Background: an optimization exercise with open tools, aiming at small area, a short achievable clock period and few clock cycles per item. Do not read the settings as production practice.
In this exercise RTL edits were held to simulation tests only and were not proved equivalent to the original.
No activity file was given, so power comes from the tool's default toggle rates.

==> flow/run.sh <==
#!/bin/bash
# synth_recipe.tcl (not shown) runs the flow's synth.tcl, then flattens the netlist and writes it again
# the make line also repeats each setting of config.mk as NAME=value (left out here)
make -C /OpenROAD-flow-scripts/flow DESIGN_CONFIG=/design/flow/config.mk WORK_HOME=/design/flow/orfs CLKGATE_MAP_FILE= SYNTH_SCRIPT=/design/flow/synth_recipe.tcl finish
==> flow/config.mk <==
export PLATFORM = sky130hd
export DESIGN_NAME = JAM
export DESIGN_NICKNAME = JAM
export VERILOG_FILES = /design/flow/design.v
export SDC_FILE = /design/flow/constraint.sdc
export NUM_CORES = 4
export LEC_CHECK = 0
export CAP_MARGIN = 20
export CORE_MARGIN = 2
export CORE_UTILIZATION = 40
export SLEW_MARGIN = 20
==> flow/constraint.sdc <==
create_clock -name core_clock -period 4.0 [get_ports {CLK}]
set_input_delay 0.8000 -clock core_clock [delete_from_list [all_inputs] [get_ports {CLK}]]
set_output_delay 0.8000 -clock core_clock [all_outputs]
set_load 0.01 [all_outputs]
==> flow/design.v <==
module JAM (
    input CLK,
    input RST,
    output reg [2:0] W,
    output reg [2:0] J,
    input [6:0] Cost,
    output reg [3:0] MatchCount,
    output reg [9:0] MinCost,
    output reg Valid );
localparam [3:0] S_SCAN = 4'd0,   
                 S_WAIT = 4'd1,   
                 S_A0   = 4'd3,   
                 S_ADJ  = 4'd4,   
                 S_PRU  = 4'd5,   
                 S_DINI = 4'd6,   
                 S_DFS  = 4'd7,   
                 S_DONE = 4'd8;
localparam [1:0] T_NONE = 2'd0, T_SCAN = 2'd1, T_ADJ = 2'd2, T_A0 = 2'd3;
reg [3:0]  cs;
reg        fix;           
reg        wz;            
reg        adj_end;
reg        aug;           
reg [7:0]  wv   [0:7];    
reg [7:0]  mv   [0:7];    
reg [2:0]  way  [0:7];    
reg [2:0]  p    [0:7];    
reg [7:0]  mt;            
reg [7:0]  used;          
reg [2:0]  row;           
reg [3:0]  j0;            
reg [6:0]  dl;            
reg [9:0]  base;          
reg [7:0]  best;          
reg [2:0]  j1;            
reg [2:0]  jj;            
reg [1:0]  s1_tag;
reg [9:0]  s1_cb;         
reg [7:0]  s1_w;          
reg [7:0]  s1_corr;       
reg        s1_wb;
reg [2:0]  s1_col;
reg [1:0]  s2_tag;
reg [7:0]  s2_x;          
reg [7:0]  s2_m;
reg [2:0]  s2_col;
integer q;
function [3:0] next_free;
  input [7:0] u;
  input [3:0] from;
  integer n;
  begin
    next_free = 4'd8;
    for (n = 7; n >= 0; n = n - 1)
      if (!u[n] && n >= from) next_free = n;
  end
endfunction
function [2:0] lowest;
  input [7:0] m;
  integer n;
  begin
    lowest = 3'd0;
    for (n = 7; n >= 0; n = n - 1)
      if (m[n]) lowest = n;
  end
endfunction
function [3:0] nf_next;
  input [7:0] m;
  input [2:0] a;
  integer n;
  begin
    nf_next = 4'd8;
    for (n = 7; n >= 0; n = n - 1)
      if (m[n] && n > a) nf_next = n;
  end
endfunction
function [3:0] nf_prev;
  input [7:0] m;
  input [2:0] a;
  integer n;
  begin
    nf_prev = 4'd8;
    for (n = 0; n < 8; n = n + 1)
      if (m[n] && n < a) nf_prev = n;
  end
endfunction
function [9:0] add10c;
  input [9:0] a, b;
  input       cin;
  reg [9:0] p, g, pp, gg, p2, g2;
  integer i, d;
  begin
    p = a ^ b;
    g = a & b;
    g[0] = g[0] | (p[0] & cin);
    pp = p;
    gg = g;
    for (d = 1; d < 10; d = d * 2) begin
      p2 = pp;
      g2 = gg;
      for (i = 0; i < 10; i = i + 1)
        if (i >= d) begin
          g2[i] = gg[i] | (pp[i] & gg[i - d]);
          p2[i] = pp[i] & pp[i - d];
        end
      pp = p2;
      gg = g2;
    end
    add10c = p ^ {gg[8:0], cin};
  end
endfunction
function [9:0] add3c;
  input [9:0] a, b, c;
  input       cin1, cin2;
  begin
    add3c = add10c(a ^ b ^ c, {(a[8:0] & b[8:0]) | (a[8:0] & c[8:0]) | (b[8:0] & c[8:0]), cin1}, cin2);
  end
endfunction
function lt8;
  input [7:0] a, b;
  reg r, e;
  integer i;
  begin
    r = 1'b0;
    e = 1'b1;
    for (i = 7; i >= 0; i = i - 1) begin
      r = r | (e & ~a[i] & b[i]);
      e = e & ~(a[i] ^ b[i]);
    end
    lt8 = r;
  end
endfunction
wire [3:0]  nf_scan  = next_free(fix ? 8'd0 : used, {1'b0, J} + 4'd1);
wire [3:0]  nf_first = next_free(used, 4'd0);
wire [9:0]  corr10 = add10c({3'd0, dl}, {2'b11, ~mv[J]}, 1'b1);
wire [9:0]  base_a0 = add3c({3'd0, dl}, {2'b11, ~wv[J]}, {3'b111, ~Cost}, 1'b1, 1'b1);
wire [9:0]  wnew10 = add10c({2'd0, s1_w}, {2'd0, s1_corr}, 1'b0);
wire [7:0]  wnew = wnew10[7:0];
wire [9:0]  x2   = add3c(s1_cb, {2'd0, s1_w}, {2'd0, s1_corr}, 1'b0, 1'b0);
wire [7:0]  xsat = s2_x[7] ? 8'hff : s2_x;
wire        xlt  = j0[3] | lt8(xsat, s2_m);
wire        xb   = lt8(xsat, best);
wire        mb   = lt8(s2_m, best);
wire        alt  = lt8(s2_x, best);
wire [7:0]  nmv3 = xlt ? xsat : s2_m;
wire        nbst = xlt ? xb : mb;
wire [7:0]  pbit = 8'd1 << p[s2_col];
wire        nlast = (s2_tag == T_SCAN) & nbst;
wire [7:0]  bestf = nlast ? nmv3 : best;
wire [2:0]  j1f   = nlast ? s2_col : j1;
reg  [7:0]  pru  [0:7];
reg  [7:0]  outd, ind;
reg         pchg;
integer a, b;
always @(*) begin
  for (a = 0; a < 8; a = a + 1) begin
    outd[a] = |(mv[a] & ~(8'd1 << a));
    ind[a] = 1'b0;
    for (b = 0; b < 8; b = b + 1)
      if (b != a) ind[a] = ind[a] | mv[b][a];
  end
  pchg = 1'b0;
  for (a = 0; a < 8; a = a + 1)
    for (b = 0; b < 8; b = b + 1) begin
      pru[a][b] = mv[a][b] & ((a == b) | (outd[b] & ind[a]));
      pchg = pchg | (mv[a][b] & ~pru[a][b]);
    end
end
wire [2:0]  dj      = lowest(best);
wire [7:0]  dused_d = used | (8'd1 << dj);
wire [3:0]  lnext   = nf_next(mt, j1);
wire [2:0]  nf_lo   = lowest(mt);
wire [3:0]  lprev   = nf_prev(mt, j1);
wire [2:0]  cprev   = way[lprev[2:0]];
wire [7:0]  dused_b = used & ~(8'd1 << cprev);
wire [7:0]  gtmask  = 8'hfe << cprev;
wire        ddesc   = !lnext[3] && best != 8'd0;
wire [2:0]  ridx    = (cs == S_DINI) ? nf_lo : ddesc ? lnext[2:0] : lprev[2:0];
wire [7:0]  rrow    = mv[ridx];
always @(posedge CLK) begin
  if (s1_tag != T_NONE && s1_wb) wv[s1_col] <= wnew;
end
always @(posedge CLK or posedge RST) begin
  if (RST) begin
    cs <= S_SCAN;
    W <= 3'd0;
    J <= 3'd0;
    row <= 3'd0;
    j0 <= 4'd8;
    used <= 8'd0;
    mt <= 8'd0;
    dl <= 7'd0;
    base <= 10'd0;
    best <= 8'hff;
    fix <= 1'b1;
    wz <= 1'b1;
    aug <= 1'b0;
    adj_end <= 1'b0;
    s1_tag <= T_NONE;
    s2_tag <= T_NONE;
    MinCost <= 10'd0;
    MatchCount <= 4'd0;
    Valid <= 1'b0;
  end else begin
    s1_tag <= T_NONE;
    s1_cb <= add10c({3'd0, Cost}, base, 1'b0);
    s1_w <= wz ? 8'd0 : wv[J];
    s1_corr <= (fix & used[J]) ? corr10[7:0] : 8'd0;
    s1_wb <= (fix & used[J]) | wz;
    s1_col <= J;
    s2_tag <= s1_tag;
    s2_x <= (|x2[9:8]) ? 8'hff : x2[7:0];
    s2_m <= mv[s1_col];
    s2_col <= s1_col;
    if (s2_tag == T_SCAN) begin
      mv[s2_col] <= nmv3;
      if (!j0[3] && xlt) way[s2_col] <= j0[2:0];
      if (nbst) begin
        best <= nmv3;
        j1 <= s2_col;
      end
    end
    if (s2_tag == T_ADJ) begin
      if (s2_col == 3'd0 || alt) begin
        best <= s2_x;
        mt <= pbit;
      end else if (s2_x == best)
        mt <= mt | pbit;
      if (s2_col == 3'd7) begin
        mv[row] <= alt ? pbit :
                   (s2_x == best) ? (mt | pbit) : mt;
        row <= row + 3'd1;
      end
    end
    if (aug) begin
      if (way[jj] == jj) begin
        p[jj] <= row;
        row <= row + 3'd1;
        MinCost <= MinCost + {3'd0, dl};
        aug <= 1'b0;
      end else begin
        p[jj] <= p[way[jj]];
        jj <= way[jj];
      end
    end
    case (cs)
      S_SCAN: begin
        s1_tag <= T_SCAN;
        if (nf_scan[3]) begin
                cs <= S_WAIT;
        end else
          J <= nf_scan[2:0];
      end
      S_WAIT: begin
        if (s1_tag == T_NONE && adj_end)
          cs <= S_PRU;
        else if (s1_tag == T_NONE) begin
          best <= 8'hff;
          dl <= bestf[6:0];
          fix <= 1'b0;
          wz <= 1'b0;
          if (j0[3]) begin
            for (q = 0; q < 8; q = q + 1)
              way[q] <= q;
          end
          if (mt[j1f]) begin
            used <= (fix ? 8'd0 : used) | (8'd1 << j1f);
            j0 <= {1'b0, j1f};
            W <= p[j1f];
            J <= j1f;
            cs <= S_A0;
          end else begin
            if (fix) used <= 8'd0;
            mt[j1f] <= 1'b1;
            jj <= j1f;
            aug <= 1'b1;
            fix <= 1'b1;
            j0 <= 4'd8;
            base <= 10'd0;
            J <= 3'd0;
            if (row == 3'd7) begin
              W <= 3'd0;
              cs <= S_ADJ;
            end else begin
              W <= row + 3'd1;
              cs <= S_SCAN;
            end
          end
        end
      end
      S_A0: begin
        base <= base_a0;
        J <= nf_first[2:0];
        cs <= S_SCAN;
      end
      S_ADJ: if (!aug) begin
        s1_tag <= T_ADJ;
        J <= J + 3'd1;
        if (J == 3'd7) begin
          W <= W + 3'd1;
          fix <= 1'b0;
          if (W == 3'd7) begin
            adj_end <= 1'b1;
                    cs <= S_WAIT;
          end
        end
      end
      S_PRU: begin
        for (q = 0; q < 8; q = q + 1)
          mv[q] <= pru[q];
        mt <= outd;
        used <= ~outd;
        if (!pchg) begin
          MatchCount <= 4'd1;
          if (outd == 8'd0) begin
            Valid <= 1'b1;
            cs <= S_DONE;
          end else
            cs <= S_DINI;
        end
      end
      S_DINI: begin
        j1 <= nf_lo;
        best <= rrow & ~used;
        MatchCount <= 4'd0;
        cs <= S_DFS;
      end
      S_DFS: begin
        if (!lnext[3] && best != 8'd0) begin
          way[j1] <= dj;
          used <= dused_d;
          best <= rrow & ~dused_d;
          j1 <= lnext[2:0];
        end else begin
          if (lnext[3] && best != 8'd0) MatchCount <= MatchCount + 4'd1;
          if (lprev[3]) begin
            Valid <= 1'b1;
            cs <= S_DONE;
          end else begin
            used <= dused_b;
            best <= rrow & ~dused_b & gtmask;
            j1 <= lprev[2:0];
          end
        end
      end
      default: ;
    endcase
  end
end
endmodule
==> flow_summary_export.csv, run 1 <==
group,metric,value,unit
status,status,"timing/DRC/antenna clean",
critical_path,crit_type,"reg2reg",
detailed_routing,dr.pass1.iters,9,
global_route,met1_usage,39.7,%
detailed_routing,drtIter0Drc,2677,
yosys,ys_warn_count,5,
clock_network,cts_tree,"yes",
critical_path,crit_path_end_kind,"register",
detailed_routing,vias_per_cell,6.38,
pwr,power.density,1020,nW/um^2
clock_network,clockBufferDepth,3,
global_route,antenna_found_initial,1,
timing,fmax,259,MHz
timing,period_share,96.4,%
layout,drive_above_1_share,14.1,%
timing,slew_headroom,30.2,%
place,port_buffers,29,
critical_path,crit_path_cell_trace,"buf_4 > buf_4 > nor2_1 > nand3_1 > a211o_4 > and3_1 > buf_4 > nor4b_1 > a21oi_1 > o221ai_2 > a21boi_4 > buf_4 > nand3b_2 > o22ai_2",
place,dpl_cell_area,24300,sq um
timing,clock_skew,0.0370,ns
yosys,ys_seq_area_share,40.1,%
global_route,grt_first_pass_wirelength,130000,microns
floorplan,start_util,40.6,%
critical_path,slowest_stage,"edfxtp_1",
pwr,finalPower,0.0263,W
flow_run,maxCapViolations,0,
yosys,yosys_most_used_dff,"edfxtp_1",
detailed_routing,num_vias,21000,
floorplan,die_w,241,microns
timing,tns,0,ns
timing,period_needed,3.86,ns
layout,instances_no_fill,3293,
timing,finalMaxSlewViolations,0,
yosys,syn_area_per_cell,9.17,sq um
critical_path,worstPathArrival,4.36,ns
place,place_inst,3215,
detailed_routing,post-route-drc-count,0,
critical_path,startpoint_type,"register",
yosys,ys_types,96,
yosys,synthArstFlopShare,26.0,%
global_route,grt_start_max_net_pins,126,
floorplan,die_area,57900,sq um
critical_path,crit_family,"compound AO/OA/AOI/OAI gates",
clock_network,h-tree-depth,2,
global_route,grt_util_met2,46.6,%
pwr,peakVddDrop,0.561,mV
place,gp_congestion,1.07,
timing,hold_viol_final,0,
floorplan,rows,86,
timing,worstMarginPinSlew,1.04,ns
global_route,grt_overflow,0,
critical_path,cpMostUsedCell,"buf_4",
clock_network,clkLatencyLatePin,0.61,ns
layout,n_antenna_cell,0,
timing,rsz0062_at_grt,"false",
critical_path,critPathMaxFanout,8,
clock_network,cts.sinks,312,
clock_network,cts_buffers,41,
layout,fillers,5222,
global_route,grtUsageMet3,6.10,%
layout,fin_area,25800,sq um
floorplan,io_pins,30,
floorplan,die_y,241,microns
clock_network,cts.clk_slew.worst_paths,0.07,ns
yosys,synth-seq-cells,312,
yosys,synthCells,2441,
place,place.detailed.hpwl,65200,microns
detailed_routing,ant_nets,0,
detailed_routing,wl_per_cell,26.6,microns
yosys,synth-edff-count,231,
floorplan,fp.coreArea,55200,sq um
critical_path,critPathRequiredTime,4.50,ns
worst_hold_path,hp-class,"reg2reg",
critical_path,crit_buf_inv,4,
global_route,track_usage,30.3,%
layout,nets,2614,
clock_network,postCtsHoldBufs,0,
layout,areaGrowthSynthToFinish,15.1,%
pwr,p_leak,10.4,nW
yosys,synthesis.nets,2542,
clock_network,root_buffer,"clkbuf_16",
yosys,syn_area,22400,sq um
layout,final_core_util,46.7,%
timing,setup_viol,0,
global_route,grt_pass1_vias,19800,
critical_path,max_stage_delay,0.48,ns
detailed_routing,routed_wl,87700,microns
global_route,busiest_layer,"met2",
layer usage:
metal / share of wire [%] / routed length (microns)
met3: 10 / 8890
met2: 44 / 38500
met5: 0.0091 / 8
met1: 39 / 34500
met4: 6.7 / 5840
cell families (layout without fill, tap and decap cells):
family / count (synthesis) / count (layout) / share of synthesized area (%)
buf+inv: 276 / 380 / 4.83
xor+xnor: 46 / 46 / 1.80
mux: 179 / 179 / 9.56
fa+ha+maj: 97 / 97 / 6.04
flops: 312 / 312 / 40.1
compound gates: 712 / 712 / 21.1
simple gates: 819 / 819 / 16.5
layout make-up:
class	instances	area, sq um	share of cell area [%]
multi-input cells	1853	12400	48.1
clock buffers	47	1060	4.11
inverters	100	379	1.47
well taps	748	936	3.63
flip-flops and latches	312	8980	34.8
clock inverters	28	359	1.39
repair buffers	205	1660	6.45
metrics by stage:
step                      worst slack (ns)  hold slack [ns]
after floorplan                     -0.618            0.404
after global placement               0.201            0.449
after detailed placement             0.140            0.452
after CTS                            0.109            0.471
after global routing               0.00611            0.488
final                                0.145            0.466
worst reg2reg max path: stages, from the launching register on:
cell      delay [ns]
edfxtp_1        0.48
buf_4           0.20
buf_4           0.16
nor2_1          0.18
nand3_1         0.17
a211o_4         0.44
and3_1          0.23
buf_4           0.17
nor4b_1         0.28
a21oi_1         0.12
o221ai_2        0.23
a21boi_4        0.43
buf_4           0.23
nand3b_2        0.20
o22ai_2         0.24
layout by cell type, fill, tap and decap left out, drive strengths merged, types with 12 or more instances in the layout:
cell           synthesis  routed
xnor2                 29      29
o31ai                 12      12
mux2i                125     125
inv                   99     100
nor3                  55      55
a31oi                 21      21
clkdlybuf4s50          0      29
mux2                  29      29
nor4                  27      27
nand3                 40      40
nand2b                37      37
buf                   36     176
nor2                 178     178
o221ai                12      12
o21ai                183     183
dfrtp                 70      70
a21o                  25      25
fa                    20      20
xor2                  17      17
ha                    72      72
mux4                  25      25
nor2b                 33      33
a21oi                139     139
clkbuf               140      47
a211oi                24      24
clkinv                 1      19
nand2                368     368
and2                  19      19
a22oi                 35      35
a22o                  32      32
a221oi                27      27
o22ai                 93      93
or3                   13      13
o21bai                13      13
nand4                 12      12
edfxtp               231     231
sequential cells by signal (all words and copies together), names as in the netlist, 4 cells and up:
name        cells
s2_x            8
MatchCount      4
way            24
s2_m            8
best            8
used            8
mt              8
mv             64
s1_corr         8
j0              4
s1_cb          10
p              24
MinCost        10
wv             64
base           10
dl              7
s1_w            8
cs              4
final timing paths:
| kind | endpoint | cells after the start | startpoint | slack, ns |
|---|---|---|---|---|
| max | mt[4] | 14 | s2_x[7] | 0.14 |
| min | Valid | 1 | Valid | 0.47 |
| max reg2reg | mt[4] | 14 | s2_x[7] | 0.14 |
| min reg2reg | Valid | 1 | Valid | 0.47 |
| max in group asynchronous | fix | 4 | RST | 2.02 |
| min in group asynchronous | W[0] | 3 | RST | 1.11 |
cells in the mapped netlist, drive strengths merged, types with 13 or more instances:
library cell,n,share of area (%)
a21oi,139,3.2
a31oi,21,0.59
xnor2,29,1.1
mux2i,125,5.6
mux4,25,2.5
edfxtp,231,31
o22ai,93,2.6
nand3,40,0.92
a22o,32,1.3
nand2,368,6.2
dfrtp,70,7.8
inv,99,1.7
nor2,178,3.0
nor4,27,0.75
ha,72,4.0
o21bai,13,0.44
or3,13,0.36
a221oi,27,1.1
and2,19,0.53
a22oi,35,1.2
a211oi,24,0.91
buf,36,0.78
clkbuf,140,2.4
mux2,29,1.5
nand2b,37,1.0
nor3,55,1.3
o21ai,183,4.1
nor2b,33,0.92
a21o,25,0.84
xor2,17,0.66
fa,20,1.8
report_power, final:
| group | switching, W | total (W) | internal (W) | leakage [nW] |
|---|---|---|---|---|
| combinational | 0.00933 | 0.0155 | 0.00618 | 6.50 |
| clock | 0.00161 | 0.00393 | 0.00232 | 0.688 |
| sequential | 0.00172 | 0.00683 | 0.00512 | 3.18 |
| total | 0.0127 | 0.0263 | 0.0136 | 10.4 |
what timing repair did:
action	CTS	global route
setup buffers	0	3
endpoints found under the setup margin	0	27
resized for setup	0	10
hold endpoints to repair	0	0
Testbench counts, summed over its fixed seeds: cycles 4,558, tables 18.
==> run 2: changes to the inputs <==
--- a/flow/config.mk
+++ b/flow/config.mk
@@ -8,4 +8,6 @@
 export CAP_MARGIN = 20
 export CORE_MARGIN = 2
 export CORE_UTILIZATION = 40
+export CTS_CLUSTER_DIAMETER = 100
+export CTS_CLUSTER_SIZE = 30
 export SLEW_MARGIN = 20
==> flow_summary_export.csv, run 2 <==
group,metric,value,unit
critical_path,critPathRequiredTime,4.49,ns
critical_path,timing.rr.end,"W[1]",
layout,drive_above_1_share,13.0,%
pwr,comb_power_share,62.7,%
critical_path,critPathMaxFanout,7,
detailed_routing,post-route-drc-count,0,
yosys,yosys_most_used_dff,"edfxtp_1",
critical_path,cpMostUsedCell,"buf_4",
detailed_routing,routed_wl,86800,microns
global_route,antenna_found_initial,1,
pwr,internal-power,0.0123,W
floorplan,die_y,241,microns
yosys,ys_seq_area_share,40.1,%
detailed_routing,vias_per_cell,6.39,
yosys,syn_area_per_cell,9.17,sq um
timing,setup_slack,0.184,ns
pwr,pwr-share-seq,27.6,%
place,preCtsSetupSlack,0.140,ns
detailed_routing,ant_nets,0,
yosys,synth-edff-count,231,
yosys,yosys-top-cells-count,"nand2_1, edfxtp_1, nor2_1",
clock_network,clkLatencyLatePin,0.60,ns
layout,fin_area,25100,sq um
critical_path,worstPathArrival,4.30,ns
clock_network,cts.sinks,312,
timing,slew_headroom,30.0,%
global_route,track_usage,29.9,%
pwr,finalPower,0.0247,W
yosys,synthesis.nets,2542,
critical_path,crit_path_end_kind,"register",
pwr,p_leak,10.0,nW
place,dpl_cell_area,24300,sq um
status,status,"timing/DRC/antenna clean",
critical_path,worstRegToRegCells,14,
layout,ff_latch_area,8980,sq um
global_route,grt_first_pass_wirelength,129000,microns
floorplan,die_w,241,microns
global_route,grt_overflow,0,
timing,worstMarginPinSlew,1.05,ns
critical_path,crit_buf_inv,3,
floorplan,io_pins,30,
pwr,p_sw_share,50.3,%
clock_network,h-tree-depth,1,
place,port_buffers,29,
place,place_inst,3215,
floorplan,start_util,40.6,%
floorplan,fp.coreArea,55200,sq um
timing,period_needed,3.82,ns
detailed_routing,wl_per_cell,26.7,microns
floorplan,rows,86,
clock_network,cts_buffers,19,
clock_network,cts.clk_slew.worst_paths,0.12,ns
detailed_routing,met2_length,38000,microns
layout,areaGrowthSynthToFinish,11.9,%
yosys,yosysMostFrequentCell,"nand2_1",
timing,fmax,262,MHz
detailed_routing,highest-signal-layer,"met5",
global_route,grt_start_max_net_pins,126,
yosys,syn_area,22400,sq um
detailed_routing,drtIter0Drc,2943,
place,place.detailed.hpwl,65200,microns
timing,hold_viol_final,0,
global_route,grt_pass1_vias,19700,
layout,nets,2592,
yosys,ys_types,96,
critical_path,max_stage_delay,0.48,ns
clock_network,clockBufferDepth,3,
critical_path,r2r-start,"s2_x[7]",
timing,period_share,95.4,%
floorplan,die_area,57900,sq um
yosys,netlist.top_cell.by_area,"edfxtp_1",
flow_run,maxCapViolations,0,
pwr,peakVddDrop,0.540,mV
clock_network,root_buffer,"clkbuf_16",
critical_path,slowest_stage,"edfxtp_1",
yosys,synthCells,2441,
yosys,synthTopCellsByArea,"edfxtp_1, dfrtp_1, nand2_1",
yosys,synth_top_area_share,31.0,%
layout,final_common_cell,"nand2_1",
pwr,power.density,985,nW/um^2
worst_hold_path,min-delay-start,"MinCost[9]",
layout,top_regs,"mv (64), wv (64)",
place,gp_congestion,1.07,
worst_hold_path,whs_endpoint,"MinCost[9]",
yosys,synthArstFlopShare,26.0,%
worst_hold_path,holdPathStages,1,
layout,fillers,5284,
pwr,power_switching,0.0124,W
layout,final_cell_mix,"nand2_1, edfxtp_1, nor2_1, buf_4, o21ai_0",
timing,hold_ws,0.480,ns
layout,instances_no_fill,3252,
timing,setup_viol,0,
timing,clock_skew,0.0276,ns
detailed_routing,num_vias,20800,
detailed_routing,dr_wl_met3,7940,microns
critical_path,crit_family,"compound AO/OA/AOI/OAI gates",
clock_network,cts_tree,"yes",
critical_path,startpoint_type,"register",
yosys,ys_warn_count,5,
worst_hold_path,hp-class,"reg2reg",
pwr,clkPwrFrac,9.7,%
layout,multi_input_area,12400,sq um
detailed_routing,dr.pass1.iters,9,
detailed_routing,met1_length,34800,microns
critical_path,reg2reg_slack,0.18,ns
critical_path,cp-startpoint,"s2_x[7]",
critical_path,crit_path_cell_trace,"buf_4 > buf_4 > nor2_1 > nand3_1 > a211o_4 > and3_1 > nor2_4 > mux2_2 > buf_4 > ha_1 > a221o_1 > a222oi_1 > a211o_1 > a31oi_1",
critical_path,crit_type,"reg2reg",
yosys,synth-seq-cells,312,
timing,finalMaxSlewViolations,0,
[run 2: cell counts after synthesis]
No cell type changed its count.
[run 2: final cells by class]
cell class,count,share of cell area [%]
timing repair buffer,205,6.63
sequential,312,35.8
inverter,100,1.51
multi-input combinational,1853,49.5
clock buffer,19,1.90
antenna,1,0.00999
tap,748,3.74
clock inverter,14,0.884
[run 2: kinds of logic after synthesis]
family	after synthesis	synth area share, %
multiplexers	179	9.56
AND/OR/NAND/NOR	819	16.5
adder cells (fa/ha/maj)	97	6.04
flip-flops	312	40.1
AO/OA/AOI/OAI	712	21.1
XOR/XNOR	46	1.80
buffers and inverters	276	4.83
[run 2: power groups by stage]
stage	Combinational, W	Clock [W]	Sequential (W)
after floorplan	0.0104	0	0.00569
after global placement	0.0148	0	0.00679
after detailed placement	0.0150	0	0.00678
after CTS	0.0151	0.00242	0.00672
after global routing	0.0167	0.00251	0.00689
final	0.0155	0.00239	0.00682
[run 2: worst reg2reg max path: stages (launching register included)]
cell and delay [ns]:
edfxtp_1 0.48, buf_4 0.20, buf_4 0.16, nor2_1 0.18
nand3_1 0.17, a211o_4 0.43, and3_1 0.23, nor2_4 0.21
mux2_2 0.38, buf_4 0.16, ha_1 0.26, a221o_1 0.32
a222oi_1 0.27, a211o_1 0.19, a31oi_1 0.08
[run 2: per-stage QoR]
stage	util (%)	setup TNS, ns
after CTS	45.3	0
after floorplan	-	-78.96
after global routing	45.4	-0.000270
after global placement	44.0	0
after detailed placement	44.0	0
final	45.4	0
[run 2: how the worst max path moves through the flow]
stage / slack, ns / end / cells after the start
6_report: 0.18 / W[1] / 14
3_5_place_dp: 0.14 / W[1] / 14
4_1_cts: 0.12 / W[0] / 16
3_3_place_gp: 0.20 / base[9] / 13
5_1_grt: -0.0003 / W[0] / 17
2_1_floorplan: -0.62 / p[0][0] / 3
[run 2: timing repair]
| item | in CTS | in global routing |
|---|---|---|
| buffers inserted | 0 | 3 |
| hold buffers | 0 | 0 |
| setup endpoints to repair | 0 | 27 |
| gates resized for setup | 0 | 8 |
[run 2: metal layers]
metal	GRT usage, %	vias up
li1	-	9130
met1	39.8	10100
met2	46.1	1243
met3	5.25	298
met4	16.6	2
met5	0	-
==> run 3: changes to the inputs <==
--- a/flow/design.v
+++ b/flow/design.v
@@ -30,7 +30,9 @@
 reg [2:0]  row;           
 reg [3:0]  j0;            
 reg [6:0]  dl;            
-reg [9:0]  base;          
+reg [9:0]  bneg;          
+reg        spec_v;        
+reg [2:0]  spec_c;
 reg [7:0]  best;          
 reg [2:0]  j1;            
 reg [2:0]  jj;            
@@ -133,7 +135,8 @@
 wire [3:0]  nf_scan  = next_free(fix ? 8'd0 : used, {1'b0, J} + 4'd1);
 wire [3:0]  nf_first = next_free(used, 4'd0);
 wire [9:0]  corr10 = add10c({3'd0, dl}, {2'b11, ~mv[J]}, 1'b1);
-wire [9:0]  base_a0 = add3c({3'd0, dl}, {2'b11, ~wv[J]}, {3'b111, ~Cost}, 1'b1, 1'b1);
+wire [9:0]  bneg_a0 = add3c(10'd0, {2'b11, ~wv[J]}, {3'b111, ~Cost}, 1'b1, 1'b1);
+wire [3:0]  nf_spec = next_free((fix ? 8'd0 : used) | (8'd1 << spec_c), 4'd0);
 wire [9:0]  wnew10 = add10c({2'd0, s1_w}, {2'd0, s1_corr}, 1'b0);
 wire [7:0]  wnew = wnew10[7:0];
 wire [9:0]  x2   = add3c(s1_cb, {2'd0, s1_w}, {2'd0, s1_corr}, 1'b0, 1'b0);
@@ -190,7 +193,8 @@
     used <= 8'd0;
     mt <= 8'd0;
     dl <= 7'd0;
-    base <= 10'd0;
+    bneg <= 10'd0;
+    spec_v <= 1'b0;
     best <= 8'hff;
     fix <= 1'b1;
     wz <= 1'b1;
@@ -203,7 +207,7 @@
     Valid <= 1'b0;
   end else begin
     s1_tag <= T_NONE;
-    s1_cb <= add10c({3'd0, Cost}, base, 1'b0);
+    s1_cb <= add3c({3'd0, Cost}, j0[3] ? 10'd0 : {3'd0, dl}, bneg, 1'b0, 1'b0);
     s1_w <= wz ? 8'd0 : wv[J];
     s1_corr <= (fix & used[J]) ? corr10[7:0] : 8'd0;
     s1_wb <= (fix & used[J]) | wz;
@@ -247,11 +251,18 @@
       S_SCAN: begin
         s1_tag <= T_SCAN;
         if (nf_scan[3]) begin
-                cs <= S_WAIT;
+          spec_v <= mt[j1f];
+          spec_c <= j1f;
+          if (mt[j1f]) begin
+            W <= p[j1f];
+            J <= j1f;
+          end
+          cs <= S_WAIT;
         end else
           J <= nf_scan[2:0];
       end
       S_WAIT: begin
+        if (spec_v && s1_tag == T_SCAN) bneg <= bneg_a0;
         if (s1_tag == T_NONE && adj_end)
           cs <= S_PRU;
         else if (s1_tag == T_NONE) begin
@@ -266,9 +277,14 @@
           if (mt[j1f]) begin
             used <= (fix ? 8'd0 : used) | (8'd1 << j1f);
             j0 <= {1'b0, j1f};
-            W <= p[j1f];
-            J <= j1f;
-            cs <= S_A0;
+            if (spec_v && j1f == spec_c) begin
+              J <= nf_spec[2:0];
+              cs <= S_SCAN;
+            end else begin
+              W <= p[j1f];
+              J <= j1f;
+              cs <= S_A0;
+            end
           end else begin
             if (fix) used <= 8'd0;
             mt[j1f] <= 1'b1;
@@ -276,7 +292,7 @@
             aug <= 1'b1;
             fix <= 1'b1;
             j0 <= 4'd8;
-            base <= 10'd0;
+            bneg <= 10'd0;
             J <= 3'd0;
             if (row == 3'd7) begin
               W <= 3'd0;
@@ -289,7 +305,7 @@
         end
       end
       S_A0: begin
-        base <= base_a0;
+        bneg <= bneg_a0;
         J <= nf_first[2:0];
         cs <= S_SCAN;
       end
==> flow_summary_export.csv, run 3 <==
group,metric,value,unit
status,status,"timing/DRC/antenna clean",
floorplan,fp.coreArea,57500,sq um
critical_path,reg2reg_slack,0.15,ns
yosys,ys_seq_area_share,39.2,%
place,port_buffers,29,
clock_network,h-tree-depth,1,
critical_path,crit_buf_inv,1,
place,dpl_cell_area,25500,sq um
clock_network,clkLatencyLatePin,0.59,ns
layout,instances_no_fill,3401,
layout,final_common_cell,"nand2_1",
clock_network,cts_buffers,19,
clock_network,cts.clk_slew.worst_paths,0.10,ns
critical_path,critPathRequiredTime,4.52,ns
pwr,clkPwrFrac,9.6,%
yosys,synthTopCellsByArea,"edfxtp_1, dfrtp_1, o21ai_0",
timing,tns,0,ns
layout,drive_above_1_share,15.4,%
place,place.detailed.hpwl,69500,microns
timing,slew_headroom,37.5,%
timing,rsz0062_at_grt,"false",
yosys,ys_warn_count,5,
yosys,netlist.top_cell.by_area,"edfxtp_1",
clock_network,cts.sinks,316,
timing,fmax,259,MHz
floorplan,die_w,245,microns
clock_network,cts_tree,"yes",
place,place_inst,3361,
pwr,peakVddDrop,0.517,mV
critical_path,crit_path_end_kind,"register",
yosys,synth-edff-count,234,
critical_path,worstRegToRegCells,14,
global_route,grt_pass1_vias,20700,
critical_path,crit_family,"simple AND/OR/NAND/NOR gates",
timing,period_needed,3.85,ns
pwr,internal-power,0.0121,W
global_route,antenna_found_initial,2,
timing,period_share,96.3,%
timing,worstMarginPinSlew,0.936,ns
floorplan,die_y,245,microns
timing,finalMaxSlewViolations,0,
layout,ff_latch_area,9090,sq um
yosys,synthesis.nets,2607,
place,gp_congestion,1.07,
detailed_routing,wl_per_cell,27.2,microns
detailed_routing,routed_wl,92600,microns
floorplan,io_pins,30,
floorplan,rows,88,
global_route,grt_start_max_net_pins,76,
worst_hold_path,hp-class,"reg2reg",
timing,clock_skew,0.0363,ns
yosys,synthCells,2499,
critical_path,r2r-start,"s2_x[2]",
layout,areaGrowthSynthToFinish,13.3,%
critical_path,startpoint_type,"register",
critical_path,worstPathArrival,4.38,ns
yosys,yosys_most_used_dff,"edfxtp_1",
pwr,power.density,914,nW/um^2
global_route,grt_first_pass_wirelength,136000,microns
layout,top_regs,"mv (64), wv (64)",
yosys,synthArstFlopShare,25.9,%
pwr,p_leak,10.3,nW
critical_path,timing.rr.end,"mt[0]",
worst_hold_path,min-delay-start,"MinCost[9]",
critical_path,cp-endpoint,"mt[0]",
flow_run,maxCapViolations,0,
critical_path,crit_type,"reg2reg",
clock_network,root_buffer,"clkbuf_16",
global_route,track_usage,30.3,%
layout,fin_area,26300,sq um
detailed_routing,dr.pass1.iters,6,
global_route,grt_overflow,0,
yosys,yosys-top-cells-count,"nand2_1, o21ai_0, edfxtp_1",
layout,fillers,5560,
layout,n_antenna_cell,0,
detailed_routing,drtIter0Drc,2868,
layout,multi_input_area,13200,sq um
timing,setup_viol,0,
clock_network,postCtsHoldBufs,0,
detailed_routing,ant_nets,0,
layout,nets,2731,
critical_path,slowest_stage,"o41ai_1",
critical_path,critPathMaxFanout,6,
timing,hold_viol_final,0,
critical_path,crit_path_cell_trace,"nor2b_1 > nor3_1 > o41ai_1 > a31oi_2 > and3b_2 > o21ai_1 > nand2_1 > inv_1 > ha_1 > ha_1 > nand2_1 > or4_1 > nor4_1 > o22a_1",
yosys,syn_area,23200,sq um
yosys,ys_types,100,
pwr,pwr-share-seq,26.6,%
detailed_routing,num_vias,21700,
critical_path,max_stage_delay,0.48,ns
pwr,p_sw_share,49.7,%
pwr,comb_power_share,63.8,%
yosys,synth_top_area_share,30.3,%
yosys,yosysMostFrequentCell,"nand2_1",
critical_path,cp-startpoint,"s2_x[2]",
floorplan,die_area,59900,sq um
pwr,power_switching,0.0119,W
yosys,syn_area_per_cell,9.28,sq um
critical_path,cp_num_cells,14,
layout,final_cell_mix,"nand2_1, o21ai_0, edfxtp_1, buf_4, nor2_1",
detailed_routing,vias_per_cell,6.39,
yosys,synth-seq-cells,316,
detailed_routing,post-route-drc-count,0,
clock_network,clockBufferDepth,3,
floorplan,start_util,40.3,%
run 3: logic make-up (layout without fill, tap and decap cells):
kind of cell | after synthesis | after routing | synth area share, %
mux | 205 | 205 | 11.0
buf+inv | 245 | 382 | 4.16
fa+ha+maj | 100 | 100 | 6.04
simple gates | 828 | 828 | 16.7
xor+xnor | 46 | 46 | 1.74
compound gates | 759 | 759 | 21.1
flops | 316 | 316 | 39.2
run 3: per-stage QoR:
step	setup slack [ns]	util [%]	total power, W	hold slack (ns)
floorplan	-0.644	-	0.0156	0.401
global placement	0.215	44.4	0.0210	0.445
detailed placement	0.151	44.4	0.0212	0.449
finish	0.146	45.7	0.0240	0.476
global route	0.0195	45.7	0.0254	0.493
CTS	0.158	45.6	0.0236	0.475
run 3: area by class of cell:
cell class,count,share of cell area [%]
clock buffers,22,1.85
multi-input cells,1938,50.2
repair buffers,247,7.58
clock inverters,12,0.638
well taps,765,3.64
inverters,101,1.47
flip-flops and latches,316,34.6
run 3: how the worst min path moves through the flow:
stage,depth (start not counted),end
after CTS,0,s2_tag[0]
after global routing,1,MinCost[9]
final,1,MinCost[9]
after detailed placement,0,s2_tag[0]
after floorplan,0,s2_tag[0]
after global placement,0,s2_tag[0]
run 3: timing repair:
action,CTS,global route
resized for setup,0,6
buffers inserted,0,6
endpoints found under the setup margin,0,5
run 3: metal layers:
layer	wire length, microns	GRT usage, %	vias up
li1	-	-	9611
met1	38300	41.4	10600
met2	39200	45.2	1239
met3	9020	6.12	257
met4	6150	16.5	0
met5	0	0	-
run 3: power by group through the flow:
stage / sequential [W] / clock (W) / combinational [W]
floorplan: 0.00568 / 0 / 0.00993
global placement: 0.00637 / 0 / 0.0146
detailed placement: 0.00639 / 0 / 0.0148
CTS: 0.00633 / 0.00234 / 0.0149
global route: 0.00647 / 0.00245 / 0.0164
finish: 0.00638 / 0.00229 / 0.0153
run 3: worst reg2reg max path: stages, from the launching register on:
cell,delay [ns]
edfxtp_1,0.45
nor2b_1,0.25
nor3_1,0.10
o41ai_1,0.48
a31oi_2,0.22
and3b_2,0.35
o21ai_1,0.12
nand2_1,0.12
inv_1,0.09
ha_1,0.24
ha_1,0.35
nand2_1,0.10
or4_1,0.42
nor4_1,0.32
o22a_1,0.20
Testbench counts of run 3, summed over its fixed seeds: cycles 4,403, tables 18.
==> run 4: changes to the inputs <==
--- a/flow/design.v
+++ b/flow/design.v
@@ -30,9 +30,7 @@
 reg [2:0]  row;           
 reg [3:0]  j0;            
 reg [6:0]  dl;            
-reg [9:0]  bneg;          
-reg        spec_v;        
-reg [2:0]  spec_c;
+reg [9:0]  base;          
 reg [7:0]  best;          
 reg [2:0]  j1;            
 reg [2:0]  jj;            
@@ -135,8 +133,7 @@
 wire [3:0]  nf_scan  = next_free(fix ? 8'd0 : used, {1'b0, J} + 4'd1);
 wire [3:0]  nf_first = next_free(used, 4'd0);
 wire [9:0]  corr10 = add10c({3'd0, dl}, {2'b11, ~mv[J]}, 1'b1);
-wire [9:0]  bneg_a0 = add3c(10'd0, {2'b11, ~wv[J]}, {3'b111, ~Cost}, 1'b1, 1'b1);
-wire [3:0]  nf_spec = next_free((fix ? 8'd0 : used) | (8'd1 << spec_c), 4'd0);
+wire [9:0]  base_a0 = add3c({3'd0, dl}, {2'b11, ~wv[J]}, {3'b111, ~Cost}, 1'b1, 1'b1);
 wire [9:0]  wnew10 = add10c({2'd0, s1_w}, {2'd0, s1_corr}, 1'b0);
 wire [7:0]  wnew = wnew10[7:0];
 wire [9:0]  x2   = add3c(s1_cb, {2'd0, s1_w}, {2'd0, s1_corr}, 1'b0, 1'b0);
@@ -151,23 +148,15 @@
 wire        nlast = (s2_tag == T_SCAN) & nbst;
 wire [7:0]  bestf = nlast ? nmv3 : best;
 wire [2:0]  j1f   = nlast ? s2_col : j1;
-reg  [7:0]  pru  [0:7];
-reg  [7:0]  outd, ind;
-reg         pchg;
+reg  [7:0]  alive, ina;
 integer a, b;
 always @(*) begin
   for (a = 0; a < 8; a = a + 1) begin
-    outd[a] = |(mv[a] & ~(8'd1 << a));
-    ind[a] = 1'b0;
+    ina[a] = 1'b0;
     for (b = 0; b < 8; b = b + 1)
-      if (b != a) ind[a] = ind[a] | mv[b][a];
+      if (b != a) ina[a] = ina[a] | (mv[b][a] & mt[b]);
+    alive[a] = mt[a] & ina[a] & |(mv[a] & mt & ~(8'd1 << a));
   end
-  pchg = 1'b0;
-  for (a = 0; a < 8; a = a + 1)
-    for (b = 0; b < 8; b = b + 1) begin
-      pru[a][b] = mv[a][b] & ((a == b) | (outd[b] & ind[a]));
-      pchg = pchg | (mv[a][b] & ~pru[a][b]);
-    end
 end
 wire [2:0]  dj      = lowest(best);
 wire [7:0]  dused_d = used | (8'd1 << dj);
@@ -193,8 +182,7 @@
     used <= 8'd0;
     mt <= 8'd0;
     dl <= 7'd0;
-    bneg <= 10'd0;
-    spec_v <= 1'b0;
+    base <= 10'd0;
     best <= 8'hff;
     fix <= 1'b1;
     wz <= 1'b1;
@@ -207,7 +195,7 @@
     Valid <= 1'b0;
   end else begin
     s1_tag <= T_NONE;
-    s1_cb <= add3c({3'd0, Cost}, j0[3] ? 10'd0 : {3'd0, dl}, bneg, 1'b0, 1'b0);
+    s1_cb <= add10c({3'd0, Cost}, base, 1'b0);
     s1_w <= wz ? 8'd0 : wv[J];
     s1_corr <= (fix & used[J]) ? corr10[7:0] : 8'd0;
     s1_wb <= (fix & used[J]) | wz;
@@ -251,20 +239,15 @@
       S_SCAN: begin
         s1_tag <= T_SCAN;
         if (nf_scan[3]) begin
-          spec_v <= mt[j1f];
-          spec_c <= j1f;
-          if (mt[j1f]) begin
-            W <= p[j1f];
-            J <= j1f;
-          end
-          cs <= S_WAIT;
+                cs <= S_WAIT;
         end else
           J <= nf_scan[2:0];
       end
       S_WAIT: begin
-        if (spec_v && s1_tag == T_SCAN) bneg <= bneg_a0;
-        if (s1_tag == T_NONE && adj_end)
+        if (s1_tag == T_NONE && adj_end) begin
+          mt <= 8'hff;
           cs <= S_PRU;
+        end
         else if (s1_tag == T_NONE) begin
           best <= 8'hff;
           dl <= bestf[6:0];
@@ -277,14 +260,9 @@
           if (mt[j1f]) begin
             used <= (fix ? 8'd0 : used) | (8'd1 << j1f);
             j0 <= {1'b0, j1f};
-            if (spec_v && j1f == spec_c) begin
-              J <= nf_spec[2:0];
-              cs <= S_SCAN;
-            end else begin
-              W <= p[j1f];
-              J <= j1f;
-              cs <= S_A0;
-            end
+            W <= p[j1f];
+            J <= j1f;
+            cs <= S_A0;
           end else begin
             if (fix) used <= 8'd0;
             mt[j1f] <= 1'b1;
@@ -292,7 +270,7 @@
             aug <= 1'b1;
             fix <= 1'b1;
             j0 <= 4'd8;
-            bneg <= 10'd0;
+            base <= 10'd0;
             J <= 3'd0;
             if (row == 3'd7) begin
               W <= 3'd0;
@@ -305,7 +283,7 @@
         end
       end
       S_A0: begin
-        bneg <= bneg_a0;
+        base <= base_a0;
         J <= nf_first[2:0];
         cs <= S_SCAN;
       end
@@ -322,13 +300,11 @@
         end
       end
       S_PRU: begin
-        for (q = 0; q < 8; q = q + 1)
-          mv[q] <= pru[q];
-        mt <= outd;
-        used <= ~outd;
-        if (!pchg) begin
+        mt <= alive;
+        used <= ~alive;
+        if (alive == mt) begin
           MatchCount <= 4'd1;
-          if (outd == 8'd0) begin
+          if (alive == 8'd0) begin
             Valid <= 1'b1;
             cs <= S_DONE;
           end else
--- a/flow/config.mk
+++ b/flow/config.mk
@@ -8,6 +8,6 @@
 export CAP_MARGIN = 20
 export CORE_MARGIN = 2
 export CORE_UTILIZATION = 40
-export CTS_CLUSTER_DIAMETER = 100
-export CTS_CLUSTER_SIZE = 30
+export CTS_CLUSTER_DIAMETER = 90
+export CTS_CLUSTER_SIZE = 35
 export SLEW_MARGIN = 20
==> flow_summary_export.csv, run 4 <==
group,metric,value,unit
global_route,grt_overflow,0,
critical_path,startpoint_type,"register",
layout,final_common_cell,"nand2_1",
clock_network,cts.sinks,312,
floorplan,io_pins,30,
pwr,p_sw_share,49.0,%
floorplan,die_area,55400,sq um
yosys,syn_area_per_cell,9.79,sq um
place,place.detailed.hpwl,60500,microns
timing,fmax,260,MHz
global_route,met1_usage,39.8,%
timing,slew_headroom,29.9,%
clock_network,clkLatencyLatePin,0.58,ns
timing,period_share,96.0,%
place,place_inst,2976,
layout,instances_no_fill,3018,
yosys,synth-edff-count,231,
pwr,pwr-share-seq,25.4,%
yosys,yosys_most_used_dff,"edfxtp_1",
yosys,yosys-top-cells-count,"nand2_1, edfxtp_1, o21ai_0",
layout,top_regs,"mv (64), wv (64)",
detailed_routing,post-route-drc-count,0,
status,status,"timing/DRC/antenna clean",
yosys,netlist.top_cell.by_area,"edfxtp_1",
pwr,peakVddDrop,0.388,mV
global_route,busiest_layer,"met2",
global_route,track_usage,28.1,%
yosys,syn_area,21400,sq um
global_route,grtUsageMet3,3.90,%
clock_network,h-tree-depth,1,
critical_path,slowest_stage,"mux4_2",
timing,clock_skew,0.0427,ns
clock_network,cts.clk_slew.worst_paths,0.12,ns
yosys,synth-seq-cells,312,
yosys,synth_fa_ha_area_share,6.37,%
detailed_routing,dr.pass1.iters,10,
critical_path,crit_buf_inv,3,
timing,worstMarginPinSlew,1.05,ns
layout,drive_above_1_share,17.9,%
floorplan,die_w,235,microns
yosys,synth.area.mux_share,10.7,%
pwr,internal-power,0.0120,W
yosys,synthesis.nets,2287,
yosys,yosys.area_share.xor_xnor,1.84,%
critical_path,crit_type,"reg2reg",
global_route,grt_pass1_vias,18100,
clock_network,cts_tree,"yes",
clock_network,clockBufferDepth,3,
layout,final_core_util,46.8,%
detailed_routing,routed_wl,79900,microns
critical_path,critPathRequiredTime,4.50,ns
global_route,grt_start_max_net_pins,46,
floorplan,die_y,235,microns
flow_run,maxCapViolations,0,
floorplan,fp.coreArea,52800,sq um
critical_path,worstPathArrival,4.34,ns
floorplan,rows,84,
yosys,synthArstFlopShare,26.0,%
pwr,power_switching,0.0115,W
layout,final_cell_mix,"nand2_1, edfxtp_1, o21ai_0, buf_4, nor2_1",
layout,n_antenna_cell,0,
floorplan,start_util,40.6,%
timing,hold_viol_final,0,
critical_path,reg2reg_slack,0.16,ns
layout,areaGrowthSynthToFinish,15.3,%
yosys,synth_top_area_share,32.4,%
detailed_routing,ant_nets,0,
yosys,synthCells,2186,
timing,period_needed,3.84,ns
detailed_routing,drtIter0Drc,2662,
critical_path,crit_family,"compound AO/OA/AOI/OAI gates",
yosys,ys_types,97,
pwr,clkPwrFrac,11.1,%
yosys,ys_warn_count,4,
clock_network,postCtsHoldBufs,0,
timing,finalMaxSlewViolations,0,
critical_path,crit_path_end_kind,"register",
place,dpl_cell_area,23700,sq um
global_route,grt_util_met2,43.4,%
pwr,comb_power_share,63.5,%
detailed_routing,num_vias,19100,
clock_network,root_buffer,"clkbuf_16",
yosys,yosysMostFrequentCell,"nand2_1",
global_route,grt_first_pass_wirelength,119000,microns
critical_path,critPathMaxFanout,4,
yosys,synthTopCellsByArea,"edfxtp_1, dfrtp_1, o21ai_0",
layout,fillers,4904,
yosys,synth_simple_gate_area_share,13.2,%
layout,fin_area,24700,sq um
layout,nets,2417,
pwr,p_leak,9.54,nW
detailed_routing,wl_per_cell,26.5,microns
yosys,synth_top_family_by_area,"compound AO/OA/AOI/OAI gates",
detailed_routing,vias_per_cell,6.32,
place,port_buffers,29,
critical_path,max_stage_delay,0.49,ns
yosys,ys_seq_area_share,41.9,%
yosys,synth_compound_area_share,21.8,%
clock_network,cts_buffers,20,
global_route,antenna_found_initial,2,
critical_path,crit_path_cell_trace,"nor2b_4 > maj3_2 > a2111oi_4 > a2111oi_4 > buf_4 > o311a_4 > nor3_4 > a21oi_4 > buf_4 > mux4_2 > a211oi_4 > buf_4 > nand2_1 > a32oi_1",
pwr,power.density,954,nW/um^2
timing,setup_viol,0,
place,gp_congestion,1.06,
worst_hold_path,hp-class,"reg2reg",
critical_path,cpMostUsedCell,"buf_4",
[run 4: path summary, 6_finish.rpt]
kind,startpoint,to,cells past startpoint
setup / recovery,best[0],cs[2],14
hold / removal,s1_tag[1],s2_tag[1],0
setup reg to reg,best[0],cs[2],14
hold reg to reg,s1_tag[1],s2_tag[1],0
max in group asynchronous,RST,fix,5
min in group asynchronous,RST,row[1],3
[run 4: per-layer routing]
metal / wire length (microns) / up-vias
li1: - / 8501
met1: 34500 / 9342
met2: 35100 / 1022
met3: 6650 / 201
met4: 3650 / 4
met5: 21 / -
[run 4: area by class of cell]
type / count / area (sq um) / share of cell area [%]
Multi-Input combinational cell: 1645 / 11700 / 47.2
Timing Repair Buffer: 228 / 1930 / 7.82
Clock inverter: 15 / 307 / 1.24
Tap cell: 688 / 861 / 3.49
Inverter: 109 / 413 / 1.67
Sequential cell: 312 / 8980 / 36.4
Clock buffer: 21 / 526 / 2.13
[run 4: logic make-up (layout without fill, tap and decap cells)]
family | after synthesis | count (layout)
compound gates | 698 | 698
simple gates | 626 | 626
flops | 312 | 312
buf+inv | 229 | 373
mux | 178 | 178
fa+ha+maj | 98 | 98
xor+xnor | 45 | 45
[run 4: power by group through the flow]
stage	logic [W]	registers, W	clock network, W
after floorplan	0.00926	0.00540	0
after global placement	0.0142	0.00599	0
after detailed placement	0.0144	0.00599	0
after CTS	0.0145	0.00593	0.00266
after global routing	0.0161	0.00605	0.00276
final	0.0150	0.00597	0.00261
[run 4: repair_timing]
item / in CTS / in global routing
endpoints found under the setup margin: 1 / 18
gates resized for setup: 1 / 17
buffers inserted: 0 / 5
gates cloned: 0 / 1
pin swaps: 0 / 5
[run 4: metrics by stage]
step / hold WS [ns] / TNS, ns / total power (W) / setup slack [ns]
floorplan: 0.367 / -95.08 / 0.0147 / -0.623
global placement: 0.390 / -0.147 / 0.0202 / -0.147
detailed placement: 0.386 / -0.0581 / 0.0204 / -0.0581
CTS: 0.421 / 0 / 0.0231 / 0.0673
global route: 0.437 / -0.00475 / 0.0250 / -0.00475
finish: 0.419 / 0 / 0.0235 / 0.159
==> run 5: changes to the inputs <==
--- a/flow/config.mk
+++ b/flow/config.mk
@@ -8,6 +8,6 @@
 export CAP_MARGIN = 20
 export CORE_MARGIN = 2
 export CORE_UTILIZATION = 40
-export CTS_CLUSTER_DIAMETER = 90
-export CTS_CLUSTER_SIZE = 35
+export CTS_CLUSTER_DIAMETER = 100
+export CTS_CLUSTER_SIZE = 25
 export SLEW_MARGIN = 20
==> flow_summary_export.csv, run 5 <==
group,metric,value,unit
floorplan,io_pins,30,
yosys,synth-edff-count,231,
global_route,grtUsageMet3,3.93,%
yosys,synthTopCellsByArea,"edfxtp_1, dfrtp_1, o21ai_0",
yosys,synth_compound_area_share,21.8,%
global_route,grt_first_pass_wirelength,119000,microns
place,preCtsSetupSlack,-0.0581,ns
yosys,yosys.area_share.xor_xnor,1.84,%
global_route,grt_util_met2,43.8,%
flow_run,maxCapViolations,0,
critical_path,critPathMaxFanout,12,
place,place.detailed.hpwl,60500,microns
yosys,synth_fa_ha_area_share,6.37,%
detailed_routing,num_vias,19100,
pwr,power.density,946,nW/um^2
floorplan,die_w,235,microns
timing,period_share,96.8,%
layout,n_antenna_cell,0,
timing,hold_viol_final,0,
global_route,busiest_layer,"met2",
layout,fin_area,24500,sq um
place,dpl_cell_area,23700,sq um
clock_network,h-tree-depth,1,
clock_network,cts.clk_slew.worst_paths,0.10,ns
place,gp_congestion,1.06,
clock_network,clkLatencyLatePin,0.56,ns
yosys,yosysMostFrequentCell,"nand2_1",
yosys,ys_warn_count,4,
timing,slew_headroom,27.2,%
worst_hold_path,hp-class,"reg2reg",
timing,rsz0062_at_grt,"true",
critical_path,crit_path_end_kind,"register",
floorplan,start_util,40.6,%
yosys,yosys-top-cells-count,"nand2_1, edfxtp_1, o21ai_0",
global_route,antenna_found_initial,1,
place,port_buffers,29,
yosys,synth-seq-cells,312,
timing,finalMaxSlewViolations,0,
clock_network,root_buffer,"clkbuf_16",
yosys,ys_seq_area_share,41.9,%
timing,fmax,258,MHz
pwr,peakVddDrop,0.331,mV
yosys,synthesis.nets,2287,
clock_network,cts_tree,"yes",
layout,nets,2417,
detailed_routing,routed_wl,79900,microns
critical_path,crit_type,"reg2reg",
detailed_routing,dr.pass1.iters,12,
status,status,"timing/DRC/antenna clean",
timing,clock_skew,0.0332,ns
timing,setup_viol,0,
yosys,yosys_most_used_dff,"edfxtp_1",
layout,areaGrowthSynthToFinish,14.3,%
layout,final_cell_mix,"nand2_1, edfxtp_1, o21ai_0, buf_4, nor2_1",
detailed_routing,post-route-drc-count,0,
yosys,netlist.top_cell.by_area,"edfxtp_1",
timing,setup_slack,0.126,ns
layout,final_common_cell,"nand2_1",
layout,top_regs,"mv (64), wv (64)",
yosys,synthArstFlopShare,26.0,%
detailed_routing,drtIter0Drc,2578,
yosys,synth.area.mux_share,10.7,%
floorplan,rows,84,
timing,tns,0,ns
detailed_routing,vias_per_cell,6.33,
clock_network,cts_buffers,19,
detailed_routing,ant_nets,0,
critical_path,worstPathArrival,4.33,ns
yosys,synth_top_family_by_area,"compound AO/OA/AOI/OAI gates",
timing,worstMarginPinSlew,1.09,ns
timing,period_needed,3.87,ns
global_route,met1_usage,39.7,%
yosys,ys_types,97,
floorplan,die_y,235,microns
floorplan,die_area,55400,sq um
yosys,syn_area_per_cell,9.79,sq um
global_route,grt_pass1_vias,18100,
yosys,synthCells,2186,
yosys,synth_top_area_share,32.4,%
yosys,synth_simple_gate_area_share,13.2,%
global_route,grt_overflow,0,
clock_network,clockBufferDepth,3,
detailed_routing,wl_per_cell,26.5,microns
clock_network,cts.sinks,312,
critical_path,startpoint_type,"register",
global_route,grt_start_max_net_pins,46,
layout,drive_above_1_share,17.6,%
floorplan,fp.coreArea,52800,sq um
global_route,track_usage,28.1,%
layout,fillers,4933,
critical_path,critPathRequiredTime,4.46,ns
pwr,p_leak,9.44,nW
yosys,syn_area,21400,sq um
-- run 5: cell count changes in the layout (fill, tap and decap cells not counted), moves of 2 or more --
cell / previous run / this run
clkinv_8: 1 / 4
clkbuf_1: 0 / 5
clkbuf_16: 22 / 20
inv_16: 4 / 1
inv_8: 2 / 0
clkinv_16: 5 / 0
-- run 5: path summary, 6_finish.rpt --
path                            from   endpoint  slack (ns)  depth (start not counted)
min reg2reg                s1_tag[1]  s2_tag[1]        0.41                          0
min in group asynchronous        RST     row[1]        1.14                          3
max                            mt[6]      cs[0]        0.13                         12
max in group asynchronous        RST        fix        1.97                          5
min                        s1_tag[1]  s2_tag[1]        0.41                          0
max reg2reg                    mt[6]      cs[0]        0.13                         12
-- run 5: power by group --
group,total [W],internal (W),switching [W]
clock,0.00220,0.000953,0.00124
combinational,0.0150,0.00607,0.00891
sequential,0.00597,0.00482,0.00115
total,0.0232,0.0118,0.0113
-- run 5: cell type report --
cell class	count	area (sq um)	area share [%]
well taps	688	861	3.52
flip-flops and latches	312	8980	36.7
inverters	109	413	1.69
clock inverters	7	105	0.429
repair buffers	229	1940	7.92
clock buffers	25	508	2.08
multi-input cells	1645	11700	47.7
-- run 5: kinds of logic after synthesis --
kind of cell    count (synthesis)
buf+inv                       229
compound gates                698
mux                           178
xor+xnor                       45
simple gates                  626
fa+ha+maj                      98
flops                         312
-- run 5: routing by layer --
layer  up-vias  share of wire (%)  routed length (microns)
li1       8504                  -                        -
met1      9313                 42                    33800
met2      1086                 44                    35500
met3       172                9.2                     7340
met4         2                4.0                     3220
met5         -              0.014                       11
-- run 5: what timing repair did --
item / 4_1_cts / 5_1_grt
hold buffers: 0 / 0
endpoints found under the setup margin: 2 / 20
resized for setup: 1 / 20
gates cloned: 0 / 1
pin swaps: 0 / 9
buffers inserted: 0 / 6
-- run 5: through the flow --
stage          total power [W]  std cells  hold WS [ns]  utilization (%)
2_1_floorplan           0.0147       2186         0.367                -
3_3_place_gp            0.0202       2976         0.390             44.9
3_5_place_dp            0.0204       2976         0.386             44.9
4_1_cts                 0.0226       3008         0.418             46.1
5_1_grt                 0.0246       3015         0.434             46.4
6_report                0.0232       3015         0.413             46.4
-- run 5: worst max-delay path: stages, from the launching register on --
cell	delay, ns
dfrtp_1	0.77
buf_4	0.27
a22oi_1	0.08
and3_1	0.19
a31oi_1	0.34
buf_4	0.22
o21ai_0	0.07
nor4_1	0.46
o21ai_0	0.19
o21bai_1	0.27
or3_1	0.41
or2_2	0.33
o21a_1	0.17
==> run 6: changes to the inputs <==
--- a/flow/design.v
+++ b/flow/design.v
@@ -149,6 +149,7 @@
 wire [7:0]  bestf = nlast ? nmv3 : best;
 wire [2:0]  j1f   = nlast ? s2_col : j1;
 reg  [7:0]  alive, ina;
+reg         pchg;         
 integer a, b;
 always @(*) begin
   for (a = 0; a < 8; a = a + 1) begin
@@ -246,6 +247,7 @@
       S_WAIT: begin
         if (s1_tag == T_NONE && adj_end) begin
           mt <= 8'hff;
+          pchg <= 1'b1;
           cs <= S_PRU;
         end
         else if (s1_tag == T_NONE) begin
@@ -302,9 +304,10 @@
       S_PRU: begin
         mt <= alive;
         used <= ~alive;
-        if (alive == mt) begin
+        pchg <= |(mt & ~alive);
+        if (!pchg) begin
           MatchCount <= 4'd1;
-          if (alive == 8'd0) begin
+          if (mt == 8'd0) begin
             Valid <= 1'b1;
             cs <= S_DONE;
           end else
--- a/flow/config.mk
+++ b/flow/config.mk
@@ -8,6 +8,4 @@
 export CAP_MARGIN = 20
 export CORE_MARGIN = 2
 export CORE_UTILIZATION = 40
-export CTS_CLUSTER_DIAMETER = 100
-export CTS_CLUSTER_SIZE = 25
 export SLEW_MARGIN = 20
==> flow_summary_export.csv, run 6 <==
group,metric,value,unit
pwr,finalPower,0.0253,W
detailed_routing,drtIter0Drc,2927,
layout,top_regs,"mv (64), wv (64)",
detailed_routing,num_vias,19800,
timing,hold_ws,0.431,ns
critical_path,r2r-start,"best[4]",
floorplan,die_area,56000,sq um
critical_path,cp-startpoint,"best[4]",
yosys,ys_warn_count,4,
timing,finalMaxSlewViolations,0,
place,port_buffers,29,
yosys,ys_types,73,
detailed_routing,routed_wl,85800,microns
timing,setup_viol,0,
place,gp_congestion,0.998,
critical_path,startpoint_type,"register",
critical_path,crit_type,"reg2reg",
detailed_routing,vias_per_cell,6.36,
yosys,synthArstFlopShare,25.9,%
detailed_routing,ant_nets,0,
flow_run,maxCapViolations,0,
place,place_inst,3039,
clock_network,cts_tree,"yes",
yosys,synthesis.nets,2374,
floorplan,rows,85,
critical_path,critPathRequiredTime,4.43,ns
place,preCtsSetupSlack,0.00205,ns
global_route,grt_first_pass_wirelength,126000,microns
floorplan,start_util,40.4,%
floorplan,die_w,237,microns
yosys,synth-edff-count,232,
floorplan,io_pins,30,
floorplan,fp.coreArea,53600,sq um
timing,period_share,96.9,%
pwr,power.density,1010,nW/um^2
yosys,yosys_most_used_dff,"edfxtp_1",
yosys,syn_area_per_cell,9.52,sq um
layout,nets,2491,
status,status,"timing/DRC/antenna clean",
clock_network,h-tree-depth,2,
timing,fmax,258,MHz
pwr,p_leak,9.71,nW
layout,final_cell_mix,"nand2_1, edfxtp_1, o21ai_0, buf_4, nor2_1",
clock_network,clkLatencyLatePin,0.58,ns
layout,areaGrowthSynthToFinish,15.9,%
global_route,track_usage,30.3,%
yosys,synth-seq-cells,313,
clock_network,cts_buffers,39,
layout,multi_input_area,11800,sq um
yosys,yosysMostFrequentCell,"nand2_1",
timing,slew_headroom,27.9,%
clock_network,cts.sinks,313,
yosys,synthCells,2273,
yosys,synth_top_area_share,32.2,%
timing,period_needed,3.87,ns
layout,final_common_cell,"nand2_1",
global_route,antenna_found_initial,7,
yosys,ys_seq_area_share,41.6,%
layout,fin_area,25100,sq um
global_route,grt_overflow,0,
clock_network,cts.clk_slew.worst_paths,0.06,ns
yosys,synthTopCellsByArea,"edfxtp_1, dfrtp_1, o21ai_0",
yosys,yosys-top-cells-count,"nand2_1, edfxtp_1, o21ai_0",
detailed_routing,post-route-drc-count,0,
yosys,netlist.top_cell.by_area,"edfxtp_1",
critical_path,crit_path_end_kind,"register",
timing,worstMarginPinSlew,1.07,ns
critical_path,worstPathArrival,4.30,ns
global_route,grt_pass1_vias,18800,
critical_path,critPathMaxFanout,9,
floorplan,die_y,237,microns
layout,ff_latch_area,9010,sq um
layout,fillers,5114,
timing,hold_viol_final,0,
detailed_routing,dr.pass1.iters,9,
layout,drive_above_1_share,16.3,%
place,dpl_cell_area,23700,sq um
detailed_routing,wl_per_cell,27.5,microns
clock_network,root_buffer,"clkbuf_16",
timing,setup_slack,0.126,ns
global_route,grt_start_max_net_pins,63,
yosys,syn_area,21600,sq um
clock_network,clockBufferDepth,3,
worst_hold_path,hp-class,"reg2reg",
pwr,peakVddDrop,0.390,mV
timing,clock_skew,0.0175,ns
place,place.detailed.hpwl,63800,microns
worst_hold_path,min-delay-start,"s1_tag[1]",
layout,instances_no_fill,3118,
run 6: kinds of logic (layout without fill, tap and decap cells):
group | count (synthesis) | in the layout | share of synthesized area (%)
multiplexers | 179 | 179 | 10.3
other | 0 | 2 | 0
AO/OA/AOI/OAI | 709 | 709 | 21.3
buffers and inverters | 244 | 391 | 4.31
AND/OR/NAND/NOR | 684 | 684 | 14.3
flip-flops | 313 | 313 | 41.6
XOR/XNOR | 47 | 47 | 1.90
adder cells (fa/ha/maj) | 97 | 97 | 6.24
run 6: worst paths after layout:
check | endpoint | slack (ns) | cells after the start
max | W[1] | 0.13 | 16
min | s2_tag[1] | 0.43 | 0
max reg2reg | W[1] | 0.13 | 16
min reg2reg | s2_tag[1] | 0.43 | 0
max in group asynchronous | best[7] | 1.90 | 4
min in group asynchronous | W[1] | 0.91 | 2
run 6: stage by stage:
| step | setup TNS, ns | utilization [%] |
|---|---|---|
| after floorplan | -96.78 | - |
| after global placement | 0 | 44.2 |
| after detailed placement | 0 | 44.2 |
| after CTS | 0 | 46.6 |
| after global routing | -0.0200 | 46.8 |
| final | 0 | 46.8 |
run 6: worst max-delay path, cell delays in order (launching register included):
cell and delay [ns]:
dfstp_2 0.62, clkinvlp_4 0.16, o2111ai_1 0.19, a21oi_1 0.08, o41ai_2 0.48, buf_4 0.22
mux2_4 0.21, a21oi_1 0.08, a21o_1 0.23, buf_4 0.16, ha_1 0.22, buf_4 0.17
a222oi_1 0.30, a21boi_2 0.21, o221ai_1 0.15, o311ai_1 0.11, o211ai_1 0.13
run 6: what timing repair did:
| action | CTS | global route |
|---|---|---|
| gates resized for setup | 1 | 17 |
| endpoints found under the setup margin | 2 | 18 |
| setup buffers | 0 | 5 |
| pin swaps | 0 | 3 |
| cloned | 0 | 1 |
| hold buffers | 0 | 0 |
run 6: routing by layer:
layer	part of all wire, %	track usage, %	vias up
met3	9.5	6.81	202
met2	42	44.3	1002
li1	-	-	8819
met1	45	44.2	9797
met5	0.031	0	-
met4	3.4	9.92	4
run 6: report_power, final:
group | switching [W] | internal [W] | total, W
Sequential | 0.00121 | 0.00488 | 0.00608
Combinational | 0.00956 | 0.00610 | 0.0157
Clock | 0.00148 | 0.00212 | 0.00360
Total | 0.0122 | 0.0131 | 0.0253
run 6: layout make-up:
class,instances,share of cell area [%]
Tap cell,696,3.47
Clock buffer,55,4.38
Timing Repair Buffer,207,6.86
Antenna cell,2,0.0200
Inverter,113,1.72
Clock inverter,16,0.714
Sequential cell,313,35.9
Multi-Input combinational cell,1716,46.9
Testbench counts of run 6, summed over its fixed seeds: cycles 4,584, tables 18.

-- static timing again, ports no longer ideal --
In the flow no input, the clock included, has a driving cell. The finished layouts below were timed again as built, in two steps.
Step 1: set_driving_cell puts a clkbuf_16 on CLK and a buf_2 on each other input, an assumption about the parent block.
Step 2, shift: input delay + t, output delay - t, t = (earliest + latest rising clock arrival at the registers) / 2. This alone moves slack from input paths to output paths.
Slacks: ideal / step 1 / step 2; pairs: ideal / step 1.
| run | shift t [ns] | setup slack, ns | latest minus earliest clock arrival (ns) | worst slew at a driven data input, ns |
|---|---|---|---|---|
| run 1 | 0.649 | 0.145 / 0.145 / 0.145 | 0.037 / 0.037 | 0.03 |
| run 2 | 0.640 | 0.184 / 0.184 / 0.184 | 0.031 / 0.030 | 0.03 |
| run 3 | 0.631 | 0.146 / 0.146 / 0.146 | 0.036 / 0.037 | 0.04 |
| run 4 | 0.615 | 0.159 / 0.159 / 0.159 | 0.044 / 0.043 | 0.04 |
| run 5 | 0.598 | 0.126 / 0.126 / 0.126 | 0.033 / 0.034 | 0.04 |
| run 6 | 0.627 | 0.126 / 0.126 / 0.126 | 0.018 / 0.018 | 0.03 |
After both steps every run listed still meets setup and hold.
